From an optimization exercise on the open Yosys and OpenROAD flow, aimed at small area; shortcuts taken in it are not production practice. The RTL was checked by simulation tests, not by an equivalence proof against the original design. Power is estimated from default activity; no workload was simulated. The clock port is modelled as an ideal driver; clocking choices that lean on that would not hold on a real chip.

==> inputs of run a <==
## UART_TOP_own
module UART_TOP_own (
    input               clk,
    input               rstn,
    input       [3:0]   paddr_i,
    input       [31:0]  pwdata_i,
    input               psel_i,
    input               penable_i,
    input               pwrite_i,
    input               rx_in,
    output reg          tx_out,
    output reg          uart_int_o,
    output reg  [31:0]  prdata_o
);
wire apb_wr = psel_i & penable_i & pwrite_i;
wire apb_rs = psel_i & ~penable_i & ~pwrite_i;       
wire wr_st  = apb_wr & (paddr_i == 4'h7);            
reg  [9:0]  r_tx, r_baud;
reg  [15:0] r_conf, r_delay;         
reg  [3:0]  r_rxtrig, r_txtrig;
reg         wv_tx, wv_baud, wv_conf, wv_rxtrig, wv_txtrig, wv_delay;
reg         wtx;                     
reg  [3:0]  rph;                     
wire        ph = rph[0];
wire        apb_ws = psel_i & pwrite_i;                  
reg  [21:0] pa0, pa1;                
reg  [25:0] pb0, pb1;                
reg  [27:0] pc0, pc1;                
wire        inj_a = apb_ws & (((paddr_i == 4'h0) & ph) | ((paddr_i == 4'h2) & ~ph));
wire        inj_b = apb_ws & (((paddr_i == 4'h3) & ph) | ((paddr_i == 4'h6) & ~ph));
wire        inj_c = apb_ws & (((paddr_i == 4'h4) & ph) | ((paddr_i == 4'h5) & ~ph));
always @(posedge clk) begin
    pa1 <= pa0; pa0 <= inj_a ? pwdata_i[31:10] : pa1;
    pb1 <= pb0; pb0 <= inj_b ? {pwdata_i[31:16], pwdata_i[13:4]} : pb1;
    pc1 <= pc0; pc0 <= inj_c ? pwdata_i[31:4] : pc1;
end
wire [21:0] tx_hi     = ph ? pa1 : pa0;
wire [21:0] baud_hi   = ph ? pa0 : pa1;
wire [25:0] conf_hi   = ph ? pb1 : pb0;
wire [25:0] delay_hi  = ph ? pb0 : pb1;
wire [27:0] rxtrig_hi = ph ? pc1 : pc0;
wire [27:0] txtrig_hi = ph ? pc0 : pc1;
always @(posedge clk) begin
    if (apb_wr) wtx <= (paddr_i == 4'h0);
    if (apb_wr && paddr_i == 4'h0) r_tx[9:0]     <= pwdata_i[9:0];
    if (apb_wr && paddr_i == 4'h2) r_baud[9:0]   <= pwdata_i[9:0];
    if (apb_wr && paddr_i == 4'h3) begin r_conf[15:14] <= pwdata_i[15:14]; r_conf[3:0] <= pwdata_i[3:0]; end
    if (apb_wr && paddr_i == 4'h4) r_rxtrig[3:0] <= pwdata_i[3:0];
    if (apb_wr && paddr_i == 4'h5) r_txtrig[3:0] <= pwdata_i[3:0];
  ...
==> flow/config.mk <==
export PLATFORM = sky130hd
export DESIGN_NAME = UART_TOP_own
export DESIGN_NICKNAME = UART_TOP_own
export VERILOG_FILES = /design/flow/design.v
export SDC_FILE = /design/flow/constraint.sdc
export NUM_CORES = 4
export LEC_CHECK = 0
export CAP_MARGIN = 20
export CORE_MARGIN = 2
export CORE_UTILIZATION = 65
export GPL_TIMING_DRIVEN = 0
export SLEW_MARGIN = 20
==> flow/constraint.sdc <==
create_clock -name core_clock -period 8.0 [get_ports {clk}]
set_input_delay 1.6000 -clock core_clock [delete_from_list [all_inputs] [get_ports {clk}]]
set_output_delay 1.6000 -clock core_clock [all_outputs]
set_load 0.01 [all_outputs]
standard.sh (not shown) runs the stock make flow with config.mk's settings and CLKGATE_MAP_FILE= SYNTH_SCRIPT=/design/flow/synth_recipe.tcl, a recipe that flattens the netlist after the stock synthesis.
==> flow/flow/run.sh <==
#!/bin/bash
# Layout flow: the standard flow (standard.sh, with its synthesis unchanged)
# with these changes:
#  - after the floorplan, OpenROAD's restructure re-maps the combinational
#    logic for area (registers are not touched), using a copy of the liberty
#    file without the platform's don't-use cells;
#  - 1x buffers on the ports;
#  - an area-oriented clock tree (larger sink clusters, no dummy loads).
# Each tool's output goes to a log of its own in this folder; ORFS writes each
# step's own log under orfs/logs.
set -euo pipefail
HERE=$(pwd)
FLOWDIR=$(cd "$(dirname "$0")" && pwd)
export BUFFER_PORTS_ARGS="-buffer_cell sky130_fd_sc_hd__buf_1"
export CTS_ARGS="-sink_clustering_enable -repair_clock_nets -sink_clustering_size 32 -sink_clustering_max_diameter 140 -dont_use_dummy_load"

bash standard.sh floorplan > flow_floorplan.log 2>&1

python3 "$FLOWDIR/libfilter.py" "$FLOW_HOME/platforms/sky130hd/lib/sky130_fd_sc_hd__tt_025C_1v80.lib" \
  "$HERE/restructure.lib" 'sky130_fd_sc_hd__lpflow_*' 'sky130_fd_sc_hd__probe*' > libfilter.log 2>&1
mkdir -p "$HERE/restructure"
RES="$HERE/orfs/results/sky130hd/UART_TOP_own/base" LIB="$HERE/restructure.lib" WD="$HERE/restructure" \
  openroad -no_init -exit "$FLOWDIR/restructure.tcl" > restructure.log 2>&1

bash standard.sh finish > flow_finish.log 2>&1
Other scripts of this flow, unchanged in this note and not shown: flow/flow/libfilter.py, flow/flow/restructure.tcl
==> run b: changes against run a <==
--- a/flow/design.v
+++ b/flow/design.v
@@ -76,27 +76,26 @@
 reg         aw1, aw2, aw3;
 reg  [9:0]  cv;              
 reg  [3:0]  cfs;             
 reg  [3:0]  dls;             
 reg         rx_frst, tx_frst;
-always @(posedge clk) begin
-    rx_frst <= uart_conf[15];
-    tx_frst <= uart_conf[14];
-end
 always @(posedge clk or negedge rstn) begin
     if (!rstn) begin
         aw1 <= 1'b0; aw2 <= 1'b0; aw3 <= 1'b0;
         cv  <= 10'd339;
         cfs <= 4'b0100;
         dls <= 4'h2;
+        rx_frst <= 1'b0; tx_frst <= 1'b0;
     end else begin
         aw1 <= apb_wr; aw2 <= aw1; aw3 <= aw2;
         if (aw2) cv <= uart_baud[9:0] + 10'd1;
         if (aw3) begin
             cfs <= uart_conf[3:0];
             dls <= uart_delay[3:0];
         end
+        rx_frst <= uart_conf[15];
+        tx_frst <= uart_conf[14];
     end
 end
 wire c_check  = cfs[0];
 wire c_parity = cfs[1];
 wire c_stop   = cfs[2];
@@ -189,15 +188,20 @@
 reg         tx_bps_en;
 wire        rx_bps_en;
 wire        cv_nz   = |cv;
 wire        rx_wrap = cv_nz & (cnt_rx[13:4] >= cv);
 wire        tx_wrap = cv_nz & (cnt_tx[13:4] >= cv);
-always @(posedge clk) begin
-    if (rx_bps_en && !rx_wrap) cnt_rx <= cnt_rx + 14'd1;
-    else cnt_rx <= 14'd0;
-    if (tx_bps_en && !tx_wrap) cnt_tx <= cnt_tx + 14'd1;
-    else cnt_tx <= 14'd0;
+always @(posedge clk or negedge rstn) begin
+    if (!rstn) begin
+        cnt_rx <= 14'd0;
+        cnt_tx <= 14'd0;
+    end else begin
+        if (rx_bps_en && !rx_wrap) cnt_rx <= cnt_rx + 14'd1;
+        else cnt_rx <= 14'd0;
+        if (tx_bps_en && !tx_wrap) cnt_tx <= cnt_tx + 14'd1;
+        else cnt_tx <= 14'd0;
+    end
 end
 wire rx_tick = (cnt_rx == {1'b0, cv, 3'b0});
 wire tx_tick = (cnt_tx == {1'b0, cv, 3'b0});
 localparam T_IDLE = 3'b000, T_IRQ = 3'b001, T_START = 3'b011, T_DATA = 3'b010,
            T_CHECK = 3'b110, T_STOP = 3'b111, T_DELAY = 3'b101;
Settings changed: GPL_TIMING_DRIVEN 0 to unset.
==> run c: changes against run a <==
--- a/flow/design.v
+++ b/flow/design.v
@@ -99,11 +99,14 @@
 end
 wire c_check  = cfs[0];
 wire c_parity = cfs[1];
 wire c_stop   = cfs[2];
 wire c_stchk  = cfs[3];
-reg  [7:0]  txm [0:15];
+reg  [7:0]  tq0 [0:7];
+reg  [7:0]  tq1 [0:7];
+reg  [3:0]  txh;                   
+reg         tx_pushed;             
 reg  [7:0]  rxr [0:15];
 reg  [3:0]  rxh;                   
 reg         rx_pend;               
 reg  [4:0]  tx_fcnt, rx_fcnt;      
 reg  [1:0]  tx_op, rx_op;          
@@ -144,26 +147,31 @@
         2'd2: mux16 = l[23:16];
         default: mux16 = l[31:24];
         endcase
     end
 endfunction
-wire [7:0] tx_q = mux16({txm[15], txm[14], txm[13], txm[12], txm[11], txm[10], txm[9], txm[8],
-                         txm[7], txm[6], txm[5], txm[4], txm[3], txm[2], txm[1], txm[0]}, tx_cnt[3:0]);
+wire [7:0] tx_q = mux16({tq1[7], tq0[7], tq1[6], tq0[6], tq1[5], tq0[5], tq1[4], tq0[4],
+                         tq1[3], tq0[3], tq1[2], tq0[2], tq1[1], tq0[1], tq1[0], tq0[0]},
+                        {txh[3:1], txh[0] ^ ph});
+wire [3:0] tx_tail = txh + tx_cnt[3:0];           
+wire       tx_ins  = wtx & (((aw1 | aw2) & ~tx_full) | (aw3 & tx_pushed));
+wire [3:0] tx_slot = aw3 ? tx_tail - 4'd1 : tx_tail;
+wire       tx_inj  = tx_ins & (tx_slot[0] != ph);
 wire [3:0] rx_hpos = rxh + rph;                   
 wire [3:0] rx_ipos = rxh + rx_cnt[3:0] + rph;      
 wire       rx_inj  = rx_pend & (rx_ipos[2:0] == 3'd0);
 wire       rx_byp  = rx_pend & (rx_cnt == 5'd1);   
 wire [7:0] rx_q = rx_byp ? rx_din :
                   mux16({rxr[15], rxr[14], rxr[13], rxr[12], rxr[11], rxr[10], rxr[9], rxr[8],
                          rxr[7], rxr[6], rxr[5], rxr[4], rxr[3], rxr[2], rxr[1], rxr[0]}, rx_hpos);
 integer i;
 always @(posedge clk) begin
-    if (tx_we) begin
-        txm[1] <= uart_tx[7:0];
-        for (i = 2; i < 16; i = i + 1) txm[i] <= txm[i-1];
-        txm[0] <= txm[15];
+    for (i = 0; i < 8; i = i + 1) begin
+        tq1[i] <= tq0[i];
+        tq0[i] <= (tx_inj && tx_slot[3:1] == i) ? r_tx[7:0] : tq1[i];
     end
+    if (tx_re) txh <= txh + 4'd1;
     if (rx_re) rx_dout <= rx_q;
     for (i = 1; i < 16; i = i + 1) rxr[i] <= rxr[i-1];
     rxr[0] <= (rx_inj && !rx_ipos[3]) ? rx_din : rxr[15];
     rxr[8] <= (rx_inj &&  rx_ipos[3]) ? rx_din : rxr[7];
     rph <= rph + 4'd1;
@@ -171,17 +179,18 @@
 end
 always @(posedge clk or negedge rstn) begin
     if (!rstn) begin
         tx_op <= OP_NONE; rx_op <= OP_NONE;
         tx_fcnt <= 5'd0; rx_fcnt <= 5'd0;
-        tx_dout <= 8'd0; rx_pv <= 1'b0; rx_pend <= 1'b0;
+        tx_dout <= 8'd0; rx_pv <= 1'b0; rx_pend <= 1'b0; tx_pushed <= 1'b0;
     end else begin
         tx_fcnt <= tx_cnt;
         rx_fcnt <= rx_cnt;
         tx_op <= tx_frst ? OP_CLR : (tx_we & ~tx_re) ? OP_INC : (tx_re & ~tx_we) ? OP_DEC : OP_NONE;
         rx_op <= rx_frst ? OP_CLR : (rx_we & ~rx_re) ? OP_INC : (rx_re & ~rx_we) ? OP_DEC : OP_NONE;
         if (tx_re) tx_dout <= tx_q;
+        tx_pushed <= tx_we;
         if (rx_re) rx_pv <= 1'b1;
         if (rx_we) rx_pend <= 1'b1;
         else if (rx_inj || rx_frst || (rx_re && rx_byp)) rx_pend <= 1'b0;
     end
 end
--- a/flow/flow/run.sh
+++ b/flow/flow/run.sh
@@ -10,11 +10,11 @@
 # step's own log under orfs/logs.
 set -euo pipefail
 HERE=$(pwd)
 FLOWDIR=$(cd "$(dirname "$0")" && pwd)
 export BUFFER_PORTS_ARGS="-buffer_cell sky130_fd_sc_hd__buf_1"
-export CTS_ARGS="-sink_clustering_enable -repair_clock_nets -sink_clustering_size 32 -sink_clustering_max_diameter 140 -dont_use_dummy_load"
+export CTS_ARGS="-sink_clustering_enable -repair_clock_nets -sink_clustering_size 30 -sink_clustering_max_diameter 130 -dont_use_dummy_load"
 
 bash standard.sh floorplan > flow_floorplan.log 2>&1
 
 python3 "$FLOWDIR/libfilter.py" "$FLOW_HOME/platforms/sky130hd/lib/sky130_fd_sc_hd__tt_025C_1v80.lib" \
   "$HERE/restructure.lib" 'sky130_fd_sc_hd__lpflow_*' 'sky130_fd_sc_hd__probe*' > libfilter.log 2>&1
Settings changed: GPL_TIMING_DRIVEN 0 to unset.
==> comparison table <==
quantity	run c	run b	run a
Total CTS buffers	23	22	22
P_leak	7.816 nW	8.101 nW	8.193 nW
Adder-cell share of the synthesized area	3.222%	2.799%	2.809%
Proportion of cell area occupied by multi-input gates	32.41%	28.90%	29.02%
End point of the critical path	prdata_o[12]	prdata_o[27]	prdata_o[13]
IR Drop Worst-Case VDD	0.2426 mV	0.1983 mV	0.1920 mV
Run status	timing/DRC/antenna clean	timing/DRC/antenna clean	timing/DRC/antenna clean
Fillcell total	2853	2747	2700
Reg2reg start	rph[0]	rph[0]	tx_fcnt[0]
Number of detailed-route iterations in the first pass	8	10	8
Share of synthesized area occupied by flip-flops and latches	56.65%	60.79%	60.36%
DRT iter0 DRCs	1600	1686	1400
Number of cells on the critical path	10	12	9
Worst hold margin	0.3470 ns	0.3191 ns	0.3103 ns
Wire length of the first global-routing pass	86320 µm	85130 µm	85890 µm
Global routing usage on met1	41.48%	40.09%	40.19%
Die ar.	37140 µm²	37990 µm²	37860 µm²
Worst-case clock skew	0.02500 ns	0.03328 ns	0.03815 ns
Top Layer Used	met5	met4	met4
Max-Slew Margin vs Limit	28.61%	34.08%	26.62%
Post-placement setup slack	1.585 ns	1.441 ns	1.002 ns
Synthesized flop and latch total	600	595	595
Area of the core	35310 µm²	35740 µm²	35660 µm²
Non-Clock Inverter Count	239	254	259
Number of synthesized flops with an enable pin	65	189	189

separate check: timing with driven ports:
In the flow no input, the clock included, has a driving cell. The finished layouts below were timed again as built, in two steps.
Step 1: set_driving_cell puts a clkbuf_16 on clk and a buf_2 on each other input, an assumption about the parent block.
Step 2 times the ports against the registers' clock, not the clock port: input delays grow and output delays shrink by t, the midpoint of the rising clock arrivals with the driver on.
Slacks: no drivers / after step 1 / after step 2; pairs: no drivers / after step 1.
| run | t, ns | slack for setup (ns) | slew at the worst register clock pin (ns) |
|---|---|---|---|
| run a | 0.603 | 0.815 / 0.745 / 0.745 | 0.12 / 0.12 |
| run b | 0.615 | 1.292 / 1.254 / 1.254 | 0.12 / 0.12 |
| run c | 0.615 | 1.555 / 1.498 / 1.498 | 0.12 / 0.12 |
After both steps every run listed still meets setup and hold. The setup slack of run a, which loses most, moves by -0.070 ns with the drivers and by -0.070 ns with both steps.
